What follows belongs to an exercise in optimizing a design on an open flow for small area and a short achievable clock period; a production flow would make more cautious choices.
Function was checked by simulation only, so behaviour that the tests miss may differ from the original.
Power and IR drop assume default switching activity.

Design mod3_1, start of the top module:
module mod3_1(
  input clk,
  input reset_n,
  input signed [22:0] a,
  input signed [22:0] b,
  input signed [16:0] c,
  output signed [39:0] y
);
Size: about 1600 cells after synthesis, roughly 150 flip-flops, ~110 I/O pins.
Settings: LEC_CHECK=0, ABC_AREA=1, CAP_MARGIN=20, CORE_MARGIN=2, CORE_UTILIZATION=65, CTS_BUF_LIST=sky130_fd_sc_hd__clkbuf_8, SETUP_SLACK_MARGIN=3.4, SLEW_MARGIN=20; clock period 7.0 ns.
standard.sh (not shown) runs the stock make flow with config.mk's settings and CLKGATE_MAP_FILE= SYNTH_SCRIPT=/design/flow/synth_recipe.tcl, a recipe that flattens the netlist after the stock synthesis.
==> flow/flow/run.sh <==
#!/bin/bash
# Layout flow: the standard layout (standard.sh) with two changes:
#  1. synthesis runs Yosys's synth with -noabc, so the generic "abc -fast" pass does not
#     restructure the design's adder cells before extract_fa; everything else in the
#     synthesis script (synth_recipe.tcl and ORFS synth.tcl) is unchanged.
#  2. the port buffers that place inserts are sky130_fd_sc_hd__buf_1 (buffer_ports
#     -buffer_cell) instead of the cell buffer_ports picks by default.
set -euo pipefail
work=$PWD
sed 's/synth -nofsm -noshare {\*}\$args/synth -nofsm -noshare -noabc {*}$args/' \
  synth_recipe.tcl > flow_synth.tcl
grep -q -- '-noabc' flow_synth.tcl
bash standard.sh "SYNTH_SCRIPT=$work/flow_synth.tcl" \
  "BUFFER_PORTS_ARGS=-buffer_cell ${PORT_BUF:-sky130_fd_sc_hd__buf_1}" finish \
  > flow_make.log 2>&1
==> next run, changes <==
- SETUP_SLACK_MARGIN: 3.4 -> default
- SLEW_MARGIN: 20 -> 70
The changed run went through all stages and came out clean.
Global-route usage hardly moves.
Power decreases slightly.
Cell count stays flat.

* * *

Setup of try-maple:
Another version of the RTL of mod3_1 (not shown whole).
Size in the first run: roughly 110 I/O pins, ~14000 um^2 of cells after synthesis.
export LEC_CHECK = 0
export ABC_AREA = 1
export CAP_MARGIN = 20
export CORE_MARGIN = 2
export CORE_UTILIZATION = 65
export CTS_BUF_LIST = sky130_fd_sc_hd__clkbuf_8
export CTS_CLUSTER_DIAMETER = 60
export CTS_CLUSTER_SIZE = 30
export SETUP_SLACK_MARGIN = 3.4
export SLEW_MARGIN = 70
create_clock -name core_clock -period 7.0 [get_ports {clk}]
Scripts as last shown in full above: flow/flow/run.sh
For try-pepper, these inputs were changed with respect to try-maple:
==> flow/flow/run.sh <==
#!/bin/bash
# Layout flow: the standard layout (standard.sh, ORFS make) with these changes:
#  1. synthesis runs Yosys's synth with -noabc, so the generic "abc -fast" pass does not
#     restructure the adder logic before extract_fa; the rest of synth_recipe.tcl and of ORFS's
#     synth.tcl is unchanged (same registers and names).
#  2. the final ABC mapping uses flow/abc.script (area mapping, no buffering or gate sizing;
#     OpenROAD's repair steps buffer and size the netlist after placement instead).
#  3. the port buffers that placement inserts are sky130_fd_sc_hd__buf_1.
# Each tool's output goes to ORFS's own logs (orfs/logs/...), and make's output to flow_make.log.
set -euo pipefail
work=$PWD
sed 's/synth -nofsm -noshare {\*}\$args/synth -nofsm -noshare -noabc {*}$args/' \
  synth_recipe.tcl > flow_synth.tcl
grep -q -- '-noabc' flow_synth.tcl
# ORFS scripts, with the ABC area script replaced
rm -rf flow_scripts
cp -r "$FLOW_HOME/scripts" flow_scripts
cp flow/abc.script flow_scripts/abc_area.script
bash standard.sh "SYNTH_SCRIPT=$work/flow_synth.tcl" "SCRIPTS_DIR=$work/flow_scripts" \
  "BUFFER_PORTS_ARGS=-buffer_cell sky130_fd_sc_hd__buf_1" finish \
  > flow_make.log 2>&1
==> flow/flow/abc.script (new file) <==
strash
dch
map -B 0.9
topo
==> flow/config.mk <==
export PLATFORM = sky130hd
export DESIGN_NAME = mod3_1
export DESIGN_NICKNAME = mod3_1
export VERILOG_FILES = /design/flow/design.v
export SDC_FILE = /design/flow/constraint.sdc
export NUM_CORES = 4
export LEC_CHECK = 0
export ABC_AREA = 1
export CAP_MARGIN = 20
export CORE_MARGIN = 2
export CORE_UTILIZATION = 40
export SLEW_MARGIN = 70
Results
- try-pepper against try-maple: design area fell by about 1.3%; number of max-cap violations now sits at about the same level; utilization down 27 points; post-synthesis cell count -121.
- Against try-maple, try-pepper comes in 0.0036 ns higher on hold slack.
Here is what was changed in the inputs of try-sierra compared with try-pepper.
==> flow/flow/run.sh <==
#!/bin/bash
# Layout flow: the standard layout (standard.sh) with two changes:
#  1. synthesis runs Yosys's synth with -noabc, so the generic "abc -fast" pass does not
#     restructure the design's adder cells before extract_fa; everything else in the
#     synthesis script (synth_recipe.tcl and ORFS synth.tcl) is unchanged.
#  2. the port buffers that place inserts are sky130_fd_sc_hd__buf_1 (buffer_ports
#     -buffer_cell) instead of the cell buffer_ports picks by default.
set -euo pipefail
work=$PWD
sed 's/synth -nofsm -noshare {\*}\$args/synth -nofsm -noshare -noabc {*}$args/' \
  synth_recipe.tcl > flow_synth.tcl
grep -q -- '-noabc' flow_synth.tcl
bash standard.sh "SYNTH_SCRIPT=$work/flow_synth.tcl" \
  "BUFFER_PORTS_ARGS=-buffer_cell ${PORT_BUF:-sky130_fd_sc_hd__buf_1}" finish \
  > flow_make.log 2>&1
-- flow/config.mk --
<<< try-pepper, line 9
export CAP_MARGIN = 20
export CORE_MARGIN = 2
export CORE_UTILIZATION = 40
export SLEW_MARGIN = 70
>>> try-sierra, line 9
export CAP_MARGIN = 20
export CORE_MARGIN = 2
export CORE_UTILIZATION = 55
export CTS_BUF_LIST = sky130_fd_sc_hd__clkbuf_8
export PLACE_DENSITY = 0.75
export SETUP_SLACK_MARGIN = 3.4
export SLEW_MARGIN = 70
removed: flow/flow/abc.script
## What came out
Delta (try-sierra minus try-pepper): count of standard-cell rows went down, mean instance size in the synthesized netlist went down, area of all sequential standard cells went up. Lower final critical-path setup slack goes to try-pepper over try-sierra. Diff try-pepper and try-sierra: post-CTS resize count higher in try-sierra.

* * *

Starting RTL as in the previous note.
==> flow/design.v (excerpt) <==
module mod3_1(
  input clk,
  input reset_n,
  input signed [22:0] a,
  input signed [22:0] b,
  input signed [16:0] c,
  output signed [39:0] y
);
Settings: LEC_CHECK=0, ABC_AREA=1, CAP_MARGIN=20, CORE_MARGIN=2, CORE_UTILIZATION=40, SETUP_SLACK_MARGIN=4.0, SLEW_MARGIN=20; clock period 7.0 ns.
==> flow/flow/run.sh <==
#!/bin/bash
# Layout flow: the standard layout (standard.sh) with two changes:
#  1. synthesis runs Yosys's synth with -noabc, so the generic "abc -fast" pass does not
#     restructure the design's adder cells before extract_fa; everything else in the
#     synthesis script (synth_recipe.tcl and ORFS synth.tcl) is unchanged.
#  2. the port buffers that place inserts are sky130_fd_sc_hd__buf_1 (buffer_ports
#     -buffer_cell) instead of the cell buffer_ports picks by default.
set -euo pipefail
work=$PWD
sed 's/synth -nofsm -noshare {\*}\$args/synth -nofsm -noshare -noabc {*}$args/' \
  synth_recipe.tcl > flow_synth.tcl
grep -q -- '-noabc' flow_synth.tcl
bash standard.sh "SYNTH_SCRIPT=$work/flow_synth.tcl" \
  "BUFFER_PORTS_ARGS=-buffer_cell ${PORT_BUF:-sky130_fd_sc_hd__buf_1}" finish \
  > flow_make.log 2>&1
Change:
==> flow/flow/run.sh (replaced) <==
#!/bin/bash
# Layout flow: the standard layout (standard.sh, ORFS make) with these changes:
#  1. synthesis runs Yosys's synth with -noabc, so the generic "abc -fast" pass does not
#     restructure the adder logic before extract_fa; the rest of synth_recipe.tcl and of ORFS's
#     synth.tcl is unchanged (same registers and names).
#  2. the final ABC mapping uses flow/abc.script (area mapping, no buffering or gate sizing;
#     OpenROAD's repair steps buffer and size the netlist after placement instead).
#  3. the port buffers that placement inserts are sky130_fd_sc_hd__buf_1.
# Each tool's output goes to ORFS's own logs (orfs/logs/...), and make's output to flow_make.log.
set -euo pipefail
work=$PWD
sed 's/synth -nofsm -noshare {\*}\$args/synth -nofsm -noshare -noabc {*}$args/' \
  synth_recipe.tcl > flow_synth.tcl
grep -q -- '-noabc' flow_synth.tcl
# ORFS scripts, with the ABC area script replaced
rm -rf flow_scripts
cp -r "$FLOW_HOME/scripts" flow_scripts
cp flow/abc.script flow_scripts/abc_area.script
bash standard.sh "SYNTH_SCRIPT=$work/flow_synth.tcl" "SCRIPTS_DIR=$work/flow_scripts" \
  "BUFFER_PORTS_ARGS=-buffer_cell sky130_fd_sc_hd__buf_1" finish \
  > flow_make.log 2>&1
==> flow/flow/abc.script (new file) <==
strash
dch
map -B 0.9
topo
stime -c
buffer -c
dnsize -c
Settings changed: CORE_UTILIZATION 40 to 65, CTS_BUF_LIST from default to sky130_fd_sc_hd__clkbuf_8, SETUP_SLACK_MARGIN 4.0 to 3.4, SLEW_MARGIN 20 to 70.
Non-clock buffer count came out lower by 148; count of clock-buffer cells in the layout stays the same; final area came out lower by about 18%; setup slack loses 0.030 ns.
Change:
--- a/flow/flow/run.sh
+++ b/flow/flow/run.sh
@@ -4,4 +4,4 @@
-#     restructure the adder logic before extract_fa; the rest of synth_recipe.tcl and of ORFS's
-#     synth.tcl is unchanged (same registers and names).
-#  2. the final ABC mapping uses flow/abc.script (area mapping, no buffering or gate sizing;
-#     OpenROAD's repair steps buffer and size the netlist after placement instead).
+#     restructure the adder logic before extract_fa; the rest of synth_recipe.tcl is unchanged
+#     (same registers and names).
+#  2. a copy of ORFS's scripts is used in which synth.tcl extracts only full adders
+#     (extract_fa -fa): half adders are left to ABC as plain gates.
@@ -15 +14,0 @@
-# ORFS scripts, with the ABC area script replaced
@@ -18 +17,2 @@
-cp flow/abc.script flow_scripts/abc_area.script
+sed -i 's/^  extract_fa {\*}\[dont_use_extract_fa_args\]$/  extract_fa -fa/' flow_scripts/synth.tcl
+grep -q '^  extract_fa -fa$' flow_scripts/synth.tcl
removed: flow/flow/abc.script
=> Cell area came out higher by 2.0%. Clock power came out lower by 12%. Synthesized cell count came out higher by 4.3%. Power stays flat. Wire length came out higher by 7.6%. Non-clock buffer count came out higher by 23. Global-route usage came out higher by 3.4 points. Sequential cell count stays the same. Critical path depth came out higher by 1. Clock skew came out lower by 0.014 ns. Setup slack degrades by 0.028 ns.
Change:
==> flow/flow/run.sh (replaced) <==
#!/bin/bash
# Layout flow: the standard layout (standard.sh) with two changes:
#  1. synthesis runs Yosys's synth with -noabc, so the generic "abc -fast" pass does not
#     restructure the design's adder cells before extract_fa; everything else in the
#     synthesis script (synth_recipe.tcl and ORFS synth.tcl) is unchanged.
#  2. the port buffers that place inserts are sky130_fd_sc_hd__buf_1 (buffer_ports
#     -buffer_cell) instead of the cell buffer_ports picks by default.
set -euo pipefail
work=$PWD
sed 's/synth -nofsm -noshare {\*}\$args/synth -nofsm -noshare -noabc {*}$args/' \
  synth_recipe.tcl > flow_synth.tcl
grep -q -- '-noabc' flow_synth.tcl
bash standard.sh "SYNTH_SCRIPT=$work/flow_synth.tcl" \
  "BUFFER_PORTS_ARGS=-buffer_cell ${PORT_BUF:-sky130_fd_sc_hd__buf_1}" finish \
  > flow_make.log 2>&1
Settings changed: CORE_UTILIZATION 65 to 40, CTS_BUF_LIST sky130_fd_sc_hd__clkbuf_8 to default, SETUP_SLACK_MARGIN 3.4 to default, SLEW_MARGIN 70 to 20.
Effect: Combinational power falls by about 9%; clock-buffer cell count grows by 1; flip-flop and latch count does not change; via count is lower by about 10%; routed wire length shrinks by 4.6%.
Change:
Settings changed: CORE_UTILIZATION 40 to 75, CTS_BUF_LIST from default to sky130_fd_sc_hd__clkbuf_8, SETUP_SLACK_MARGIN from default to 3.4, SLEW_MARGIN 20 to 70.
Area after synthesis stays the same.
First-iteration DRC count rises by 71%.
Non-clock buffer count increases by 3.
Sequential cell count stays the same.
Maximum frequency increases by about 3.6%.
Core utilization is higher by 41 points.
Routed wire length is higher by 7.7%.
Via count grows by 9.3%.

* * *

Setup of job 7566:
Starting RTL as in the previous note.
export LEC_CHECK = 0
export ABC_AREA = 1
export CAP_MARGIN = 20
export CORE_MARGIN = 2
export CORE_UTILIZATION = 40
export CTS_BUF_LIST = sky130_fd_sc_hd__clkbuf_8
export SETUP_SLACK_MARGIN = 3.6
export SLEW_MARGIN = 70
create_clock -name core_clock -period 7.0 [get_ports {clk}]
==> flow/flow/run.sh <==
#!/bin/bash
# Layout flow: the standard layout (standard.sh) with two changes:
#  1. synthesis runs Yosys's synth with -noabc, so the generic "abc -fast" pass does not
#     restructure the design's adder cells before extract_fa; everything else in the
#     synthesis script (synth_recipe.tcl and ORFS synth.tcl) is unchanged.
#  2. the port buffers that place inserts are sky130_fd_sc_hd__buf_1 (buffer_ports
#     -buffer_cell) instead of the cell buffer_ports picks by default.
set -euo pipefail
work=$PWD
sed 's/synth -nofsm -noshare {\*}\$args/synth -nofsm -noshare -noabc {*}$args/' \
  synth_recipe.tcl > flow_synth.tcl
grep -q -- '-noabc' flow_synth.tcl
bash standard.sh "SYNTH_SCRIPT=$work/flow_synth.tcl" \
  "BUFFER_PORTS_ARGS=-buffer_cell ${PORT_BUF:-sky130_fd_sc_hd__buf_1}" finish \
  > flow_make.log 2>&1
Input-level comparison between job 7319 and job 7566:
--- a/flow/config.mk
+++ b/flow/config.mk
@@ -11,4 +11,3 @@
 export CORE_UTILIZATION = 40
 export CTS_BUF_LIST = sky130_fd_sc_hd__clkbuf_8
-export SETUP_SLACK_MARGIN = 3.6
 export SLEW_MARGIN = 70
Findings:
- Changes observed in job 7319 relative to job 7566: portion of total power attributed to combinational logic went down, maximum clock frequency went down 6.8%, post-layout total power decreased 13%, hold slack roughly the same, clock-pin transition on the worst setup and hold timing paths held.

* * *

== amber ==
mod3_1 again, from the RTL that the note above started with.
==> flow/config.mk <==
export PLATFORM = sky130hd
export DESIGN_NAME = mod3_1
export DESIGN_NICKNAME = mod3_1
export VERILOG_FILES = /design/flow/design.v
export SDC_FILE = /design/flow/constraint.sdc
export NUM_CORES = 4
export LEC_CHECK = 0
export ABC_AREA = 1
export CAP_MARGIN = 20
export CORE_MARGIN = 2
export CORE_UTILIZATION = 85
export CTS_BUF_LIST = sky130_fd_sc_hd__clkbuf_8
export SETUP_SLACK_MARGIN = 3.4
export SLEW_MARGIN = 70
==> flow/constraint.sdc <==
create_clock -name core_clock -period 7.0 [get_ports {clk}]
set_input_delay 1.4000 -clock core_clock [delete_from_list [all_inputs] [get_ports {clk}]]
set_output_delay 1.4000 -clock core_clock [all_outputs]
set_load 0.01 [all_outputs]
Scripts as last shown in full above: flow/flow/run.sh
amber failed in global routing (5_1_grt) with GRT-0232.
Modified inputs, indigo compared to amber
Settings: a change of CORE_UTILIZATION from 85 to 65.
Results
- Diff indigo and amber: standard cell area after detailed placement higher in indigo
- Among indigo and amber, a clean, completed layout was produced by indigo alone.
- Looking at overall die height, indigo sits above amber.
- Taking amber as the reference, in indigo number of buffers added to fix hold violations after cts closely matched the old numbers; effective utilization at floorplan fell 21 points; fraction of synthesis flops using an asynchronous set or reset pin was more or less identical.
diff inputs: indigo => juniper
Settings: changing CORE_UTILIZATION from 65 to 40; removing CTS_BUF_LIST (formerly sky130_fd_sc_hd__clkbuf_8); removing SETUP_SLACK_MARGIN (formerly 3.4); changing SLEW_MARGIN from 70 to 20.
==> flow/flow/run.sh <==
#!/bin/bash
# Layout flow: the standard layout (standard.sh, ORFS make) with these changes:
#  1. synthesis runs Yosys's synth with -noabc, so the generic "abc -fast" pass does not
#     restructure the adder logic before extract_fa; the rest of synth_recipe.tcl and of ORFS's
#     synth.tcl is unchanged (same registers and names).
#  2. the final ABC mapping uses flow/abc.script (area mapping, no buffering or gate sizing;
#     OpenROAD's repair steps buffer and size the netlist after placement instead).
#  3. the port buffers that placement inserts are sky130_fd_sc_hd__buf_1.
# Each tool's output goes to ORFS's own logs (orfs/logs/...), and make's output to flow_make.log.
set -euo pipefail
work=$PWD
sed 's/synth -nofsm -noshare {\*}\$args/synth -nofsm -noshare -noabc {*}$args/' \
  synth_recipe.tcl > flow_synth.tcl
grep -q -- '-noabc' flow_synth.tcl
# ORFS scripts, with the ABC area script replaced
rm -rf flow_scripts
cp -r "$FLOW_HOME/scripts" flow_scripts
cp flow/abc.script flow_scripts/abc_area.script
bash standard.sh "SYNTH_SCRIPT=$work/flow_synth.tcl" "SCRIPTS_DIR=$work/flow_scripts" \
  "BUFFER_PORTS_ARGS=-buffer_cell sky130_fd_sc_hd__buf_1" finish \
  > flow_make.log 2>&1
==> flow/flow/abc.script (new file) <==
strash
dch
map -B 0.9
topo
[summary]
- juniper against indigo: sequential share of layout area went down; number of logic stages on the critical path including buffering went down; post-CTS setup buffer count went down; wire length after detailed routing went up; finished layout cell area went down.
- Maximum fanout along the worst path was lower in the run labelled indigo.
Modified inputs, fjord compared to juniper
Settings: a change of CORE_UTILIZATION from 40 to 65; a change of SLEW_MARGIN from 20 to 70; an added CTS_CLUSTER_DIAMETER of 80; an added SETUP_SLACK_MARGIN of 3.4; an added CTS_CLUSTER_SIZE of 40; an added CTS_BUF_LIST of sky130_fd_sc_hd__clkbuf_16.
==> flow/flow/run.sh <==
#!/bin/bash
# Layout flow: the standard layout (standard.sh) with two changes:
#  1. synthesis runs Yosys's synth with -noabc, so the generic "abc -fast" pass does not
#     restructure the design's adder cells before extract_fa; everything else in the
#     synthesis script (synth_recipe.tcl and ORFS synth.tcl) is unchanged.
#  2. the port buffers that place inserts are sky130_fd_sc_hd__buf_1 (buffer_ports
#     -buffer_cell) instead of the cell buffer_ports picks by default.
set -euo pipefail
work=$PWD
sed 's/synth -nofsm -noshare {\*}\$args/synth -nofsm -noshare -noabc {*}$args/' \
  synth_recipe.tcl > flow_synth.tcl
grep -q -- '-noabc' flow_synth.tcl
bash standard.sh "SYNTH_SCRIPT=$work/flow_synth.tcl" \
  "BUFFER_PORTS_ARGS=-buffer_cell ${PORT_BUF:-sky130_fd_sc_hd__buf_1}" finish \
  > flow_make.log 2>&1
removed: flow/flow/abc.script
--- outcome ---
fjord: static leakage 13% above juniper. fjord ended up with a lower wire length of the first global-routing pass than juniper did. Total power in fjord is 6.3% above juniper. Min end-of-flow core utilization across fjord and juniper: juniper. Summary — wire length after detailed routing, fjord relative to juniper: lower, by 320 µm. Post-cts repair resize count is higher on fjord. Between juniper and fjord, the flow reports number of standard cells in the layout, taps in and fillers out decreasing by a little under 10%.
For onyx, these inputs were changed with respect to fjord:
Settings: removing CTS_CLUSTER_SIZE (formerly 40); removing CTS_CLUSTER_DIAMETER (formerly 80); changing CORE_UTILIZATION from 65 to 40; removing SETUP_SLACK_MARGIN (formerly 3.4); removing CTS_BUF_LIST (formerly sky130_fd_sc_hd__clkbuf_16).
--- outcome ---
In onyx, the number of buffers inserted by post-CTS setup repair came out 1 below the value in fjord.
Cmp onyx and fjord / starting utilization of the core area / lower: onyx
Against fjord, onyx comes in 2.3 points lower on global routing usage on met3.
Going from fjord to onyx, non-clock buffer count went up 2, net switching fraction of the power fell 0.44 points, register bit total from synthesis shows no meaningful change.
Against fjord, onyx reports a die area that is higher.
Final area: higher on fjord

static timing again, ports no longer ideal:
The flow's constraints put no driver on any port. The routed layouts listed below were extracted and timed again, unchanged, in two steps. Step 1, drivers: a clkbuf_16 drives clk and a buf_2 each remaining input, both assumed. Step 2 times the ports against the registers' clock, not the clock port: input delays grow and output delays shrink by t, the midpoint of the rising clock arrivals with the driver on. a / b / c = ideal / step 1 / step 2; a / b = the first two.
run	t (ns)	setup slack, ns	worst slew at a driven data input, ns
the first run of note 1	0.504	3.491 / 3.491 / 3.275	0.07
the second run of note 1	0.507	3.362 / 3.316 / 3.285	0.07
try-maple	0.490	3.488 / 3.445 / 3.362	0.04
try-pepper	0.472	3.171 / 3.123 / 3.165	0.04
try-sierra	0.503	3.461 / 3.421 / 3.319	0.04
the first run of note 3	0.492	3.472 / 3.422 / 3.614	0.05
the second run of note 3	0.507	3.442 / 3.396 / 3.334	0.06
the third run of note 3	0.512	3.414 / 3.366 / 3.221	0.03
the fourth run of note 3	0.483	3.248 / 3.223 / 3.248	0.04
the fifth run of note 3	0.526	3.379 / 3.330 / 3.336	0.04
job 7566	0.501	3.507 / 3.464 / 3.345	0.04
job 7319	0.502	3.251 / 3.209 / 3.343	0.04
indigo	0.490	3.488 / 3.445 / 3.362	0.04
juniper	0.469	3.080 / 3.080 / 3.080	0.05
fjord	0.476	3.478 / 3.430 / 3.359	0.04
onyx	0.476	3.285 / 3.238 / 3.344	0.04
After both steps every run listed still meets setup and hold. The setup slack of the first run of note 1, which loses most, moves by 0.000 ns with the drivers and by -0.216 ns with both steps.
